From an optimization exercise on the open Yosys and OpenROAD flow, aimed at a short achievable clock period and few clock cycles; shortcuts taken in it are not production practice.
Function was checked by simulation only, so behaviour that the tests miss may differ from the original.
Power is estimated from default activity; no workload was simulated.

Setup of north:
==> flow/design.v <==
module riscv_pipeline_top (
  input               clk       ,  
  input               reset_n   ,  
  output logic [31:0] imem_addr ,  
  input        [31:0] imem_rdata,  
  output logic [31:0] dmem_addr ,  
  output logic [31:0] dmem_wdata,  
  output logic        dmem_we   ,  
  input        [31:0] dmem_rdata   
);
localparam [6:0] OP_R  = 7'b0110011,
                 OP_I  = 7'b0010011,
                 OP_LD = 7'b0000011,
                 OP_ST = 7'b0100011,
                 OP_BR = 7'b1100011;
logic [11:0] pc_f;                   
logic [11:0] imem_q;                 
logic        d_valid;
logic [31:0] d_inst;
logic [11:0] d_pc4;                  
logic [31:0] d_oh1, d_oh2;           
logic        x_valid;                
logic        x_wr;                   
logic        x_load;
logic        x_store;
logic        x_br;                   
logic        x_add, x_and, x_or, x_xor;  
logic        x_sub;                  
logic [ 4:0] x_rd;
logic [31:0] x_opa;
logic [31:0] x_opb;                  
logic [31:0] x_ops;                  
logic [11:0] x_tgt;
logic        m_wr;
logic        m_load;
logic        m_we;
logic [ 4:0] m_rd;
logic [31:0] m_res;                  
logic [31:0] m_resi;                 
logic [31:0] m_sdata;
logic        w_wr;
logic [ 4:0] w_rd;
logic [31:0] w_oh;                   
logic [31:0] w_val;
logic [31:0] rf [0:31];
logic [31:0] rf_set;
wire [11:0] pc_f4 = pc_f + 12'd4;
wire [31:0] x_p = x_opa ^ x_opb;
wire [31:0] x_g = x_opa & x_opb;
logic [31:0] ks_g [0:5];
logic [31:0] ks_p [0:5];
always_comb begin
  ks_g[0] = x_g;
  ks_p[0] = x_p;
  ks_g[0][0] = x_g[0] | (x_p[0] & x_sub);
  for (int l = 0; l < 5; l++) begin
    for (int i = 0; i < 32; i++) begin
      if (i >= (1 << l)) begin
        ks_g[l+1][i] = ks_g[l][i] | (ks_p[l][i] & ks_g[l][i - (1 << l)]);
        ks_p[l+1][i] = ks_p[l][i] & ks_p[l][i - (1 << l)];
      end else begin
        ks_g[l+1][i] = ks_g[l][i];
        ks_p[l+1][i] = ks_p[l][i];
      end
    end
  end
end
wire [31:0] x_c   = {ks_g[5][30:0], x_sub};
wire [31:0] x_log = x_and ? (x_opa & x_opb) :
                    x_or  ? (x_opa | x_opb) :
                    x_xor ? x_p : x_opa;
wire [31:0] x_res = x_add ? (x_p ^ x_c) : x_log;
wire redirect_x = x_valid & x_br & (x_opa == x_ops);
wire [6:0] d_op  = d_inst[6:0];
wire [4:0] d_rd  = d_inst[11:7];
wire [4:0] d_rs1 = d_inst[19:15];
wire [4:0] d_rs2 = d_inst[24:20];
wire [3:0] d_fn  = {d_inst[30], d_inst[14:12]};
wire d_is_r  = d_op == OP_R;
wire d_is_i  = d_op == OP_I;
wire d_is_ld = d_op == OP_LD;
wire d_is_st = d_op == OP_ST;
wire d_is_br = d_op == OP_BR;
wire d_use1  = d_is_r | d_is_i | d_is_ld | d_is_st | d_is_br;
wire d_use2  = d_is_r | d_is_st | d_is_br;
wire d_wr    = (d_is_r | d_is_i | d_is_ld) & (d_rd != 5'd0);
wire d_br_same = d_is_br & (d_rs1 == d_rs2);
wire d_f_add = ~d_is_r | (d_fn == 4'b0000) | (d_fn == 4'b1000);
wire d_f_sub = d_is_r & (d_fn == 4'b1000);
wire d_f_and = d_is_r & (d_fn == 4'b0111);
wire d_f_or  = d_is_r & (d_fn == 4'b0110);
wire d_f_xor = d_is_r & (d_fn == 4'b0100);
wire [31:0] d_imm = d_is_st ? {{20{d_inst[31]}}, d_inst[31:25], d_inst[11:7]}
                            : {{20{d_inst[31]}}, d_inst[31:20]};
wire [11:0] d_tgt = d_pc4 + {d_inst[31], d_inst[7], d_inst[30:25], d_inst[11:8]};
wire d_x1 = x_valid & x_wr & (x_rd == d_rs1);
wire d_x2 = x_valid & x_wr & (x_rd == d_rs2);
wire d_m1 = m_wr & (m_rd == d_rs1);
wire d_m2 = m_wr & (m_rd == d_rs2);
wire d_w1 = w_wr & (w_rd == d_rs1);
wire d_w2 = w_wr & (w_rd == d_rs2);
wire stall = d_valid & x_valid & x_load &
             ((d_use1 & d_x1) | (d_use2 & d_x2));
logic [31:0] rf_val [0:31];
always_comb begin
  rf_val[0] = 32'd0;
  for (int r = 1; r < 32; r++) rf_val[r] = rf_set[r] ? rf[r] : r;
end
logic [31:0] d_rf1, d_rf2;
always_comb begin
  d_rf1 = 32'd0;
  d_rf2 = 32'd0;
  for (int r = 1; r < 32; r++) begin
    d_rf1 = d_rf1 | ({32{d_oh1[r]}} & rf_val[r]);
    d_rf2 = d_rf2 | ({32{d_oh2[r]}} & rf_val[r]);
  end
end
wire [31:0] d_e1 = (d_m1 & ~m_load) ? m_resi : d_w1 ? w_val : d_rf1;
wire [31:0] d_e2 = (d_m2 & ~m_load) ? m_resi : d_w2 ? w_val : d_rf2;
wire s1x = d_x1;
wire s1l = ~d_x1 & d_m1 & m_load;
wire s1e = ~s1x & ~s1l;
wire s2x = d_x2;
wire s2l = ~d_x2 & d_m2 & m_load;
wire s2e = ~s2x & ~s2l;
wire [31:0] d_v1 = ({32{s1x}} & x_res) | ({32{s1l}} & dmem_rdata) | ({32{s1e}} & d_e1);
wire [31:0] d_v2 = ({32{s2x}} & x_res) | ({32{s2l}} & dmem_rdata) | ({32{s2e}} & d_e2);
wire [31:0] subv  = {32{d_f_sub}};
wire [31:0] x_resb = x_add ? ((x_p ^ subv) ^ x_c) : (x_log ^ subv);
wire sbx = d_is_r & s2x;
wire sbl = d_is_r & s2l;
wire sbe = ~sbx & ~sbl;
wire [31:0] d_eb = d_is_r ? (d_e2 ^ subv) : d_imm;
wire [31:0] d_b  = ({32{sbx}} & x_resb) | ({32{sbl}} & (dmem_rdata ^ subv)) |
                   ({32{sbe}} & d_eb);
wire [31:0] f_inst = imem_rdata;
wire f_br_same = (f_inst[6:0] == OP_BR) & (f_inst[19:15] == f_inst[24:20]);
wire [11:0] f_tgt = pc_f4 + {f_inst[31], f_inst[7], f_inst[30:25], f_inst[11:8]};
wire redirect_f = f_br_same & ~stall & ~redirect_x;
assign imem_addr = {20'd0, imem_q};
wire [11:0] pc_next = redirect_x ? x_tgt :
                     redirect_f ? f_tgt :
                     stall      ? pc_f  : pc_f4;
always_ff @(posedge clk or negedge reset_n) begin
  if (~reset_n) pc_f <= 12'd4;
  else          pc_f <= pc_next;
end
always_ff @(posedge clk) begin
  imem_q <= reset_n ? pc_next : 12'd4;
end
always_ff @(posedge clk or negedge reset_n) begin
  if (~reset_n)        d_valid <= 1'b0;
  else if (redirect_x) d_valid <= 1'b0;
  else if (!stall)     d_valid <= 1'b1;
end
always_ff @(posedge clk) begin
  if (!stall) begin
    d_inst <= imem_rdata;
    d_pc4  <= pc_f4;
    d_oh1  <= 32'd1 << imem_rdata[19:15];
    d_oh2  <= 32'd1 << imem_rdata[24:20];
  end
end
always_ff @(posedge clk or negedge reset_n) begin
  if (~reset_n) x_valid <= 1'b0;
  else          x_valid <= d_valid & ~stall & ~redirect_x;
end
always_ff @(posedge clk) begin
  x_wr    <= d_wr;
  x_load  <= d_is_ld;
  x_store <= d_is_st;
  x_br    <= d_is_br & ~d_br_same;
  x_add   <= d_f_add;
  x_sub   <= d_f_sub;
  x_and   <= d_f_and;
  x_or    <= d_f_or;
  x_xor   <= d_f_xor;
  x_rd    <= d_rd;
  x_opa   <= d_v1;
  x_opb   <= d_b;
  x_ops   <= d_v2;
  x_tgt   <= d_tgt;
end
always_ff @(posedge clk or negedge reset_n) begin
  if (~reset_n) begin
    m_wr    <= 1'b0;
    m_load  <= 1'b0;
  end else begin
    m_wr    <= x_valid & x_wr;
    m_load  <= x_valid & x_load;
  end
end
always_ff @(posedge clk) begin
  m_we <= reset_n & x_valid & x_store;
end
always_ff @(posedge clk) begin
  m_rd    <= x_rd;
  m_res   <= x_res;
  m_sdata <= x_ops;
end
always_ff @(posedge clk or negedge reset_n) begin
  if (~reset_n) m_resi <= 32'd0;
  else          m_resi <= x_res;
end
assign dmem_addr  = m_res;
assign dmem_wdata = m_sdata;
assign dmem_we    = m_we;
always_ff @(posedge clk or negedge reset_n) begin
  if (~reset_n) begin
    w_wr   <= 1'b0;
    w_oh   <= 32'd0;
    rf_set <= 32'd0;
  end else begin
    w_wr   <= m_wr;
    w_oh   <= m_wr ? (32'd1 << m_rd) : 32'd0;
    rf_set <= rf_set | w_oh;
  end
end
always_ff @(posedge clk) begin
  w_rd  <= m_rd;
  w_val <= m_load ? dmem_rdata : m_resi;
end
always_ff @(posedge clk) begin
  for (int r = 1; r < 32; r++)
    if (w_oh[r]) rf[r] <= w_val;
end
endmodule
clock: 12.0 ns
lec_check: 0
cap_margin: 20
core_margin: 2
core_utilization: 40
slew_margin: 20
standard.sh (not shown) runs the stock make flow with config.mk's settings and CLKGATE_MAP_FILE= SYNTH_SCRIPT=/design/flow/synth_recipe.tcl, a recipe that flattens the netlist after the stock synthesis.
==> flow/flow/run.sh <==
#!/bin/bash
# Standard synthesis and layout, with timing repair aimed well below the
# clock period so that the achieved period is pushed down.
set -euo pipefail
MARGIN=8.5
bash standard.sh synth > synth.log 2>&1
bash standard.sh SETUP_SLACK_MARGIN=$MARGIN finish > layout.log 2>&1
Testbench counts of north, summed over its fixed seeds: cycles 15,147.
For south, these inputs were changed with respect to north:
-- flow/design.v --
<<< north, line 15
                 OP_BR = 7'b1100011;
logic [11:0] pc_f;                   
logic [11:0] imem_q;                 
logic        d_valid;
logic [31:0] d_inst;
>>> south, line 15
                 OP_BR = 7'b1100011;
logic [11:0] pc_f;                   
logic        d_valid;
logic [31:0] d_inst;
<<< north, line 36
logic        m_we;
logic [ 4:0] m_rd;
logic [31:0] m_res;                  
logic [31:0] m_resi;                 
logic [31:0] m_sdata;
logic        w_wr;
>>> south, line 35
logic        m_we;
logic [ 4:0] m_rd;
logic [31:0] m_res;
logic [31:0] m_sdata;
logic        w_wr;
<<< north, line 116
  end
end
wire [31:0] d_e1 = (d_m1 & ~m_load) ? m_resi : d_w1 ? w_val : d_rf1;
wire [31:0] d_e2 = (d_m2 & ~m_load) ? m_resi : d_w2 ? w_val : d_rf2;
wire s1x = d_x1;
wire s1l = ~d_x1 & d_m1 & m_load;
>>> south, line 114
  end
end
wire [31:0] d_e1 = (d_m1 & ~m_load) ? m_res : d_w1 ? w_val : d_rf1;
wire [31:0] d_e2 = (d_m2 & ~m_load) ? m_res : d_w2 ? w_val : d_rf2;
wire s1x = d_x1;
wire s1l = ~d_x1 & d_m1 & m_load;
<<< north, line 138
wire [11:0] f_tgt = pc_f4 + {f_inst[31], f_inst[7], f_inst[30:25], f_inst[11:8]};
wire redirect_f = f_br_same & ~stall & ~redirect_x;
assign imem_addr = {20'd0, imem_q};
wire [11:0] pc_next = redirect_x ? x_tgt :
                     redirect_f ? f_tgt :
                     stall      ? pc_f  : pc_f4;
always_ff @(posedge clk or negedge reset_n) begin
  if (~reset_n) pc_f <= 12'd4;
  else          pc_f <= pc_next;
end
always_ff @(posedge clk) begin
  imem_q <= reset_n ? pc_next : 12'd4;
end
always_ff @(posedge clk or negedge reset_n) begin
>>> south, line 136
wire [11:0] f_tgt = pc_f4 + {f_inst[31], f_inst[7], f_inst[30:25], f_inst[11:8]};
wire redirect_f = f_br_same & ~stall & ~redirect_x;
assign imem_addr = {20'd0, pc_f};
always_ff @(posedge clk) begin
  if (~reset_n)        pc_f <= 12'd4;
  else if (redirect_x) pc_f <= x_tgt;
  else if (redirect_f) pc_f <= f_tgt;
  else if (!stall)     pc_f <= pc_f4;
end
always_ff @(posedge clk or negedge reset_n) begin
<<< north, line 199
  m_sdata <= x_ops;
end
always_ff @(posedge clk or negedge reset_n) begin
  if (~reset_n) m_resi <= 32'd0;
  else          m_resi <= x_res;
end
assign dmem_addr  = m_res;
assign dmem_wdata = m_sdata;
>>> south, line 193
  m_sdata <= x_ops;
end
assign dmem_addr  = m_res;
assign dmem_wdata = m_sdata;
<<< north, line 219
always_ff @(posedge clk) begin
  w_rd  <= m_rd;
  w_val <= m_load ? dmem_rdata : m_resi;
end
always_ff @(posedge clk) begin
>>> south, line 209
always_ff @(posedge clk) begin
  w_rd  <= m_rd;
  w_val <= m_load ? dmem_rdata : m_res;
end
always_ff @(posedge clk) begin
Results
- south: full flow OK, the timing, DRC and antenna checks passed
- dmem_addr[30] as the endpoint of the most critical setup path was reported by north, and dmem_addr[3] by south.
- There was hardly any difference in sequential share of layout area between north and south.
- south drops fewer vias than north.
- Summary: register-to-register slack, south worse than north
- Delta (south minus north): power share of the clock group went up 2.7 points; final critical-path required period went up 0.014 ns.
Testbench counts of south, summed over its fixed seeds: cycles 15,147.

port drivers added, routing unchanged:
The flow's constraints put no driver on any port. The routed layouts listed below were extracted and timed again, unchanged, in two steps.
Step 1 assumes that a clkbuf_16 drives the clock port and a buf_2 every other input.
Step 2 adds t to the input delays and takes it off the output delays; t is the mean of the earliest and latest rising clock arrival at the registers after step 1. Input paths then give back, and output paths get back, about the clock's delay inside the block.
a / b / c = ideal ports / drivers / drivers and shift; a / b = the first two.
run	t (ns)	setup WS [ns]	worst setup path after step 2	slew at the worst register clock pin (ns)	pins driven straight from the clock port
north	0.879	8.300 / 8.220 / 7.531	input to register	0.07 / 0.07	1
south	0.871	8.286 / 8.195 / 7.472	input to register	0.07 / 0.07	1
After both steps setup and hold are still met in every run listed. The setup slack of south, which loses most, moves by -0.091 ns with the drivers and by -0.814 ns with both steps.
